This design comes from an exercise in tuning for small area, a short achievable clock period and few clock cycles on the open sky130 flow, not from production work.
Where RTL was checked, it was by simulation tests only, not by an equivalence proof against the original.
Power is estimated from default activity; no workload was simulated.

==> flow/design.v (excerpt) <==
module CLE ( clk, reset, rom_q, rom_a, sram_q, sram_a, sram_d, sram_wen, finish);
Size in the first run: ~990 cells after synthesis, ~110 flip-flops.
Settings: LEC_CHECK=0, CAP_MARGIN=30, CORE_MARGIN=2, CORE_UTILIZATION=50, PLACE_DENSITY=0.6, SETUP_SLACK_MARGIN=5, SLEW_MARGIN=20; clock period 9.0 ns.
run.sh (not shown) runs the stock make flow with config.mk's settings and CLKGATE_MAP_FILE= SYNTH_SCRIPT=/design/flow/synth_recipe.tcl, a recipe that flattens the netlist after the stock synthesis.
The first run finished clean.
Testbench counts at the start, summed over its fixed seeds: cycles 56,519.
Then changed:
--- a/flow/design.v
+++ b/flow/design.v
@@ -4,36 +4,36 @@
 input         reset;
 input  [7:0]  rom_q;
 output [6:0]  rom_a;
 input  [7:0]  sram_q;
 output [9:0]  sram_a;
 output [7:0]  sram_d;
 output        sram_wen;
 output        finish;
 reg  [9:0] sram_a;
 reg        sram_wen;
 reg        finish;
 localparam WAIT = 4'd0, RS0 = 4'd1, RS1 = 4'd2, RS2 = 4'd3, RS3 = 4'd4,
-           RS4  = 4'd5, CMP = 4'd6, PUT = 4'd7, SLW = 4'd8;
+           RS4  = 4'd5, CMP = 4'd6, PUT = 4'd7, SLW = 4'd8,
+           E1   = 4'd9, E2 = 4'd10, E3 = 4'd11, E4 = 4'd12;
 reg  [3:0] st;
 reg        fin_st;       
 reg  [9:0] pos;          
 reg  [7:0] NWv, Nv, NEv; 
 reg        rd1, rd2;     
 reg  [7:0] Mv;           
 reg        Lz;           
 reg        wf;           
 reg  [3:0] mods;         
 reg  [7:0] newv;         
-reg        early;        
 function [1:0] cmp8;
     input [7:0] a, b;
     reg   [7:0] g, l;
     reg   [3:0] g2, l2;
     reg   [1:0] g4, l4;
     integer i;
     begin
         for (i = 0; i < 8; i = i + 1) begin
             g[i] = a[i] & ~b[i];
             l[i] = ~a[i] & b[i];
         end
         for (i = 0; i < 4; i = i + 1) begin
@@ -146,60 +146,63 @@
 wire [7:0] m = ({8{s0}} & v0) | ({8{s1}} & v1) | ({8{s2}} & v2) |
                ({8{s3}} & v3) | ({8{s4}} & v4);
 wire       nz0 = ~|v0;
 wire [3:0] mods_n = {(|v1) & (gt01 | lt12 | lt13 | lt14),
                      (|v2) & (gt02 | gt12 | lt23 | lt24),
                      (|v3) & (gt03 | gt13 | gt23 | lt34),
                      (|v4) & (gt04 | gt14 | gt24 | gt34)};
 wire [4:0] prp1 = pr + 5'd1;
 wire [4:0] pcm1 = pc - 5'd1;
 wire [4:0] pcp1 = pc + 5'd1;
 wire [4:0] pcp2 = pc + 5'd2;
 wire [4:0] pcp3 = pc + 5'd3;
-wire       hazard = ~rem_nz & ({nbi, off} == {prp1, pcp1});
+wire [4:0] dcol   = pc - {nbi[1:0], off} + 5'd1;
+wire       hazard = ~rem_nz & (nbi[6:2] == prp1) & (dcol[4:2] == 3'd0);
 wire       last_slw = (mods & (mods - 4'd1)) == 4'd0;
 wire       go_early = ~cont & avail & ~hazard;
 always @(*) begin
     case (st)
     WAIT:    take = avail & ~fin_st;
+    E4:      take = 1'b1;
     PUT:     take = avail & (mods == 4'd0);
     SLW:     take = avail & last_slw;
     default: take = 1'b0;
     endcase
 end
 always @(posedge clk) begin
     rd2 <= rd1;
     if (rd2) begin
         NWv <= Nv;
         Nv  <= NEv;
         NEv <= sram_q;
     end
     if (take) pos <= nextpix;
     case (st)
     WAIT:    sram_a <= nx1;
     RS0:     sram_a <= {prm1, pcm1};
     RS1:     sram_a <= {prm1, pc};
     RS2:     sram_a <= {prm1, pcp1};
     RS3:     sram_a <= {prm1, pcp2};
     CMP:     sram_a <= go_early ? nx1 : {prm1, pcp3};
     PUT:     sram_a <= pos;
+    E1:      sram_a <= (mods != 4'd0) ? pos : {sram_a[9:5], sram_a[4:0] + 5'd1};
+    E2, E3:  sram_a <= {sram_a[9:5], sram_a[4:0] + 5'd1};
+    E4:      sram_a <= pos;
     SLW:     sram_a <= mods[3] ? {prm1, pcm1} : mods[2] ? {prm1, pc} :
                        mods[1] ? {prm1, pcp1} : {pr, pcm1};
     default: sram_a <= {prm1, pcp3};
     endcase
-    if (st == CMP) begin
-        Mv    <= m;
-        early <= go_early;
-    end
+    if (st == CMP) Mv <= m;
     if (st == WAIT || st == PUT || st == SLW) wf <= cont;
+    else if (st == E4) wf <= 1'b0;
     if (st == CMP) mods <= mods_n;
     else if (st == SLW) begin
         if (mods[3])      mods[3] <= 1'b0;
         else if (mods[2]) mods[2] <= 1'b0;
         else if (mods[1]) mods[1] <= 1'b0;
         else              mods[0] <= 1'b0;
     end
 end
 always @(posedge clk or posedge reset) begin
     if (reset) begin
         st       <= WAIT;
         fin_st   <= 1'b0;
@@ -231,30 +234,51 @@
             rd1 <= 1'b1;
             st  <= RS3;
         end
         RS3: begin
             rd1 <= 1'b1;
             st  <= RS4;
         end
         RS4: st <= CMP;
         CMP: begin
             Lz  <= nz0;
             if (nz0 | s0) newv <= newv - 8'd1;
             rd1 <= 1'b1;
-            st  <= PUT;
+            st  <= go_early ? E1 : PUT;
+        end
+        E1: begin
+            if (mods != 4'd0) begin
+                sram_wen <= Lz;
+                st       <= SLW;
+            end else begin
+                rd1 <= 1'b1;
+                st  <= E2;
+            end
+        end
+        E2: begin
+            rd1 <= 1'b1;
+            st  <= E3;
+        end
+        E3: begin
+            rd1 <= 1'b1;
+            st  <= E4;
+        end
+        E4: begin
+            sram_wen <= Lz;
+            st       <= CMP;
         end
         PUT: begin
             sram_wen <= Lz;
             if (mods != 4'd0) st <= SLW;
             else if (cont)    st <= CMP;
-            else if (avail)   st <= early ? RS1 : RS0;
+            else if (avail)   st <= RS0;
             else              st <= WAIT;
         end
         SLW: begin
             sram_wen <= 1'b0;
             if (last_slw) st <= avail ? RS0 : WAIT;
         end
         default: st <= WAIT;
         endcase
     end
 end
 endmodule
Result:
- worst setup slack loses 0.50 ns
- area after synthesis went up by 5.7%
- final cell count went up by 8.2%
- sequential cell count went down by 1
- routed wire length went up by 7.2%
- first-iteration DRC count went down by 6.3%
Only the layout flow was run in the second run of this note; the RTL was not checked for function there.


Another version of the RTL of CLE (not shown whole).
Size in the first run: roughly 870 cells after synthesis, roughly 81 flip-flops, roughly 45 I/O pins, ~5900 µm² of cells after synthesis.
==> flow/config.mk <==
export PLATFORM = sky130hd
export DESIGN_NAME = CLE
export DESIGN_NICKNAME = CLE
export VERILOG_FILES = /design/flow/design.v
export SDC_FILE = /design/flow/constraint.sdc
export NUM_CORES = 4
export LEC_CHECK = 0
export ABC_AREA = 1
export CAP_MARGIN = 30
export CORE_MARGIN = 2
export CORE_UTILIZATION = 50
export CTS_BUF_LIST = sky130_fd_sc_hd__clkbuf_8
export PLACE_DENSITY = 0.6
export SLEW_MARGIN = 20
==> flow/constraint.sdc <==
create_clock -name core_clock -period 9.0 [get_ports {clk}]
set_input_delay 1.8000 -clock core_clock [delete_from_list [all_inputs] [get_ports {clk}]]
set_output_delay 1.8000 -clock core_clock [all_outputs]
set_load 0.01 [all_outputs]
standard.sh (not shown) runs the stock make flow with config.mk's settings and CLKGATE_MAP_FILE= SYNTH_SCRIPT=/design/flow/synth_recipe.tcl, a recipe that flattens the netlist after the stock synthesis.
==> flow/flow/run.sh <==
#!/bin/bash
set -euo pipefail
bash standard.sh "BUFFER_PORTS_ARGS=-buffer_cell sky130_fd_sc_hd__buf_1" SETUP_SLACK_MARGIN=5.9 finish > flow_make.log 2>&1
Testbench counts at the start, summed over its fixed seeds: cycles 51,512.
Change:
--- a/flow/design.v
+++ b/flow/design.v
@@ -4,25 +4,24 @@
 input         reset;
 input  [7:0]  rom_q;
 output [6:0]  rom_a;
 input  [7:0]  sram_q;
 output [9:0]  sram_a;
 output [7:0]  sram_d;
 output        sram_wen;
 output        finish;
 reg  [9:0] sram_a;
 reg        sram_wen;
 reg        finish;
 reg        s_wait, s_rs0, s_rs1, s_rs2, s_rs3, s_cmp, s_put, s_slw;
-reg        kp;           
 reg        early;        
 reg  [9:0] pos;          
 reg  [7:0] P;            
 reg        pz;
 reg        nNW, nN, nW;  
 reg        fNW, fN, fW;  
 reg        Lz;           
 reg        wf;           
 reg  [3:0] mods;         
 reg  [7:0] newv;         
 reg        decq;         
 function [1:0] cmp8;
@@ -86,26 +85,25 @@
 wire [4:0] pc      = pos[4:0];
 wire [4:0] prm1    = pr - 5'd1;
 wire [4:0] nbrm1   = nbi[6:2] - 5'd1;
 wire [4:0] nrm1    = rem_nz ? prm1 : nbrm1;
 wire [1:0] nwm1    = wd[1:0] - 2'd1;
 wire [9:0] nx1     = {nrm1, (srcw[0] ? {nwm1, 3'd7} : {wd[1:0], offm1})};
 wire       done    = fdone & ~rem_nz & ~nbv;
 wire [2:0] op1     = o + 3'd1;
 wire       cont    = rem_nz ? cw[op1]
                             : (rv & ~fdone & nbadj & nb[0] & (o == 3'd7) & (pos[4:3] != 2'd3));
 wire       last_slw = (mods & (mods - 4'd1)) == 4'd0;
 wire       nomods   = (mods == 4'd0);
-wire       take     = (s_wait & avail & ~finish) | s_rs0 | (s_put & nomods & (cont | early)) |
-                      (s_slw & last_slw & cont);
+wire       take     = (s_wait & avail & ~finish) | s_rs0 | (s_put & nomods & (cont | early));
 wire       take_nb  = take & ~rem_nz;
 wire       advance  = (rv & ~fdone & ~qnz) | take_nb;
 always @(posedge clk or posedge reset) begin
     if (reset) begin
         rom_a <= 7'd0;
         f127  <= 1'b0;
         fdone <= 1'b0;
         rv    <= 1'b0;
         cw    <= 8'd0;
     end else begin
         if (take) cw <= srcw & ~oneh;
         rv <= ~advance;
@@ -116,25 +114,25 @@
                 f127  <= 1'b1;
             end else                     rom_a <= rom_a + 7'd1;
         end
     end
 end
 always @(posedge clk) begin
     if (take_nb)     gap <= 1'b0;
     else if (advance) gap <= 1'b1;
 end
 wire [7:0] Wv = (wf & ~Lz) ? P : 8'd0;
 wire [7:0] Pe = pz ? 8'd0 : P;
 wire [7:0] NE = sram_q;
-wire       nwin = ~kp & (early ? s_rs1 : s_rs2);
+wire       nwin = early ? s_rs1 : s_rs2;
 wire [7:0] ca = nwin ? Wv : Pe;
 wire [1:0] cab = cmp8(ca, sram_q);
 wire [7:0] pmax = cab[0] ? sram_q : ca;
 wire [1:0] cNP = cmp8(NE, Pe), cNn = cmp8(NE, newv), cPn = cmp8(Pe, newv);
 wire [7:0] m   = (cNP[1] & cNn[1]) ? NE : (cPn[0] ? newv : Pe);
 wire       plt = cPn[0] | cNP[1];           
 wire       nz0 = ~|newv;
 wire       nNE = |NE;
 wire [3:0] mods_n = {nNW & (fNW | plt), nN & (fN | plt),
                      nNE & (cNP[0] | cNn[0]), nW & (fW | plt)};
 wire       s0  = ~cPn[1] & ~cNn[1];         
 wire [4:0] prp1 = pr + 5'd1;
@@ -165,25 +163,25 @@
     else            acol = 5'd0;
 end
 always @(posedge clk) begin
     if (s_cmp) begin
         P   <= m;
         pz  <= nz0 & ~nN & ~nNE;
         nNW <= nN;
         nN  <= nNE;
         nW  <= ~nz0;
         fNW <= 1'b0;
         fN  <= 1'b0;
         fW  <= 1'b0;
-    end else if (nwin | (s_rs3 & ~kp)) begin
+    end else if (nwin | s_rs3) begin
         P   <= pmax;
         pz  <= 1'b0;
         if (nwin) begin
             nNW <= |sram_q;
             nW  <= wf & ~Lz;
             fNW <= cab[1];
             fW  <= cab[0];
         end else begin
             nN  <= |sram_q;
             fN  <= cab[1];
             fNW <= fNW | cab[0];
             fW  <= fW | cab[0];
@@ -209,35 +207,32 @@
         s_wait <= 1'b1;
         s_rs0  <= 1'b0;
         s_rs1  <= 1'b0;
         s_rs2  <= 1'b0;
         s_rs3  <= 1'b0;
         s_cmp  <= 1'b0;
         s_put  <= 1'b0;
         s_slw  <= 1'b0;
         sram_wen <= 1'b1;
         finish   <= 1'b0;
         newv     <= 8'd250;
         Lz       <= 1'b1;
-        kp       <= 1'b0;
     end else begin
         sram_wen <= ~((s_put & ~Lz) | s_slw);
         if (s_wait & ~avail & done) finish <= 1'b1;
         if (s_cmp) begin
             Lz   <= nz0;
             decq <= nz0 | s0;
         end
         if (s_put & decq) newv <= newv - 8'd1;
         s_wait <= (s_wait & ~(avail & ~finish)) | (s_put & nomods & ~cont & ~early & ~avail) |
-                  (s_slw & last_slw & ~cont & ~avail);
-        s_rs0  <= (s_put & nomods & ~cont & ~early & avail) | (s_slw & last_slw & ~cont & avail);
+                  (s_slw & last_slw & ~avail);
+        s_rs0  <= (s_put & nomods & ~cont & ~early & avail) | (s_slw & last_slw & avail);
         s_rs1  <= (s_wait & avail & ~finish) | s_rs0 | (s_put & nomods & ~cont & early);
-        s_rs2  <= s_rs1 | (s_slw & last_slw & cont);
-        if (s_slw & last_slw) kp <= cont;
-        else if (s_cmp)       kp <= 1'b0;
+        s_rs2  <= s_rs1;
         s_rs3  <= s_rs2;
         s_cmp  <= s_rs3 | (s_put & nomods & cont);
         s_put  <= s_cmp;
         s_slw  <= (s_put & ~nomods) | (s_slw & ~last_slw);
     end
 end
 endmodule
Outcome: The changed run completed without violations. Critical path depth does not change. Power increases by well over a third. Sequential share of layout area hardly moves. Wire length increases by a few percent. Die area decreases slightly.
Testbench counts after the change, summed over its fixed seeds: cycles 52,296.

static timing again, ports no longer ideal:
The flow's constraints put no driver on any port. The routed layouts listed below were extracted and timed again, unchanged, in two steps.
Step 1 (the two cells are an assumption about what drives the block):
set clk [get_ports {clk}]
set_driving_cell -lib_cell sky130_fd_sc_hd__clkbuf_16 $clk
set_driving_cell -lib_cell sky130_fd_sc_hd__buf_2 [delete_from_list [all_inputs] $clk]
Step 2 adds t to the input delays and takes it off the output delays; t is the mean of the earliest and latest rising clock arrival at the registers after step 1. Input paths then give back, and output paths get back, about the clock's delay inside the block.
a / b / c = no drivers / after step 1 / after step 2; a / b = the first two.
| run | t, ns | setup slack, ns | hold WS [ns] |
|---|---|---|---|
| the first run of note 1 | 0.416 | 5.427 / 5.379 / 5.470 | 0.369 / 0.369 / 0.369 |
| the second run of note 1 | 0.411 | 4.929 / 4.929 / 4.929 | 0.360 / 0.360 / 0.360 |
| the first run of note 2 | 0.403 | 5.998 / 6.012 / 5.608 | 0.429 / 0.429 / 0.429 |
| the second run of note 2 | 0.406 | 5.997 / 6.012 / 5.606 | 0.425 / 0.425 / 0.425 |
After both steps every run listed still meets setup and hold. For the second run of note 2, which loses most, drivers alone change the setup slack by +0.015 ns; drivers and shift together by -0.391 ns.
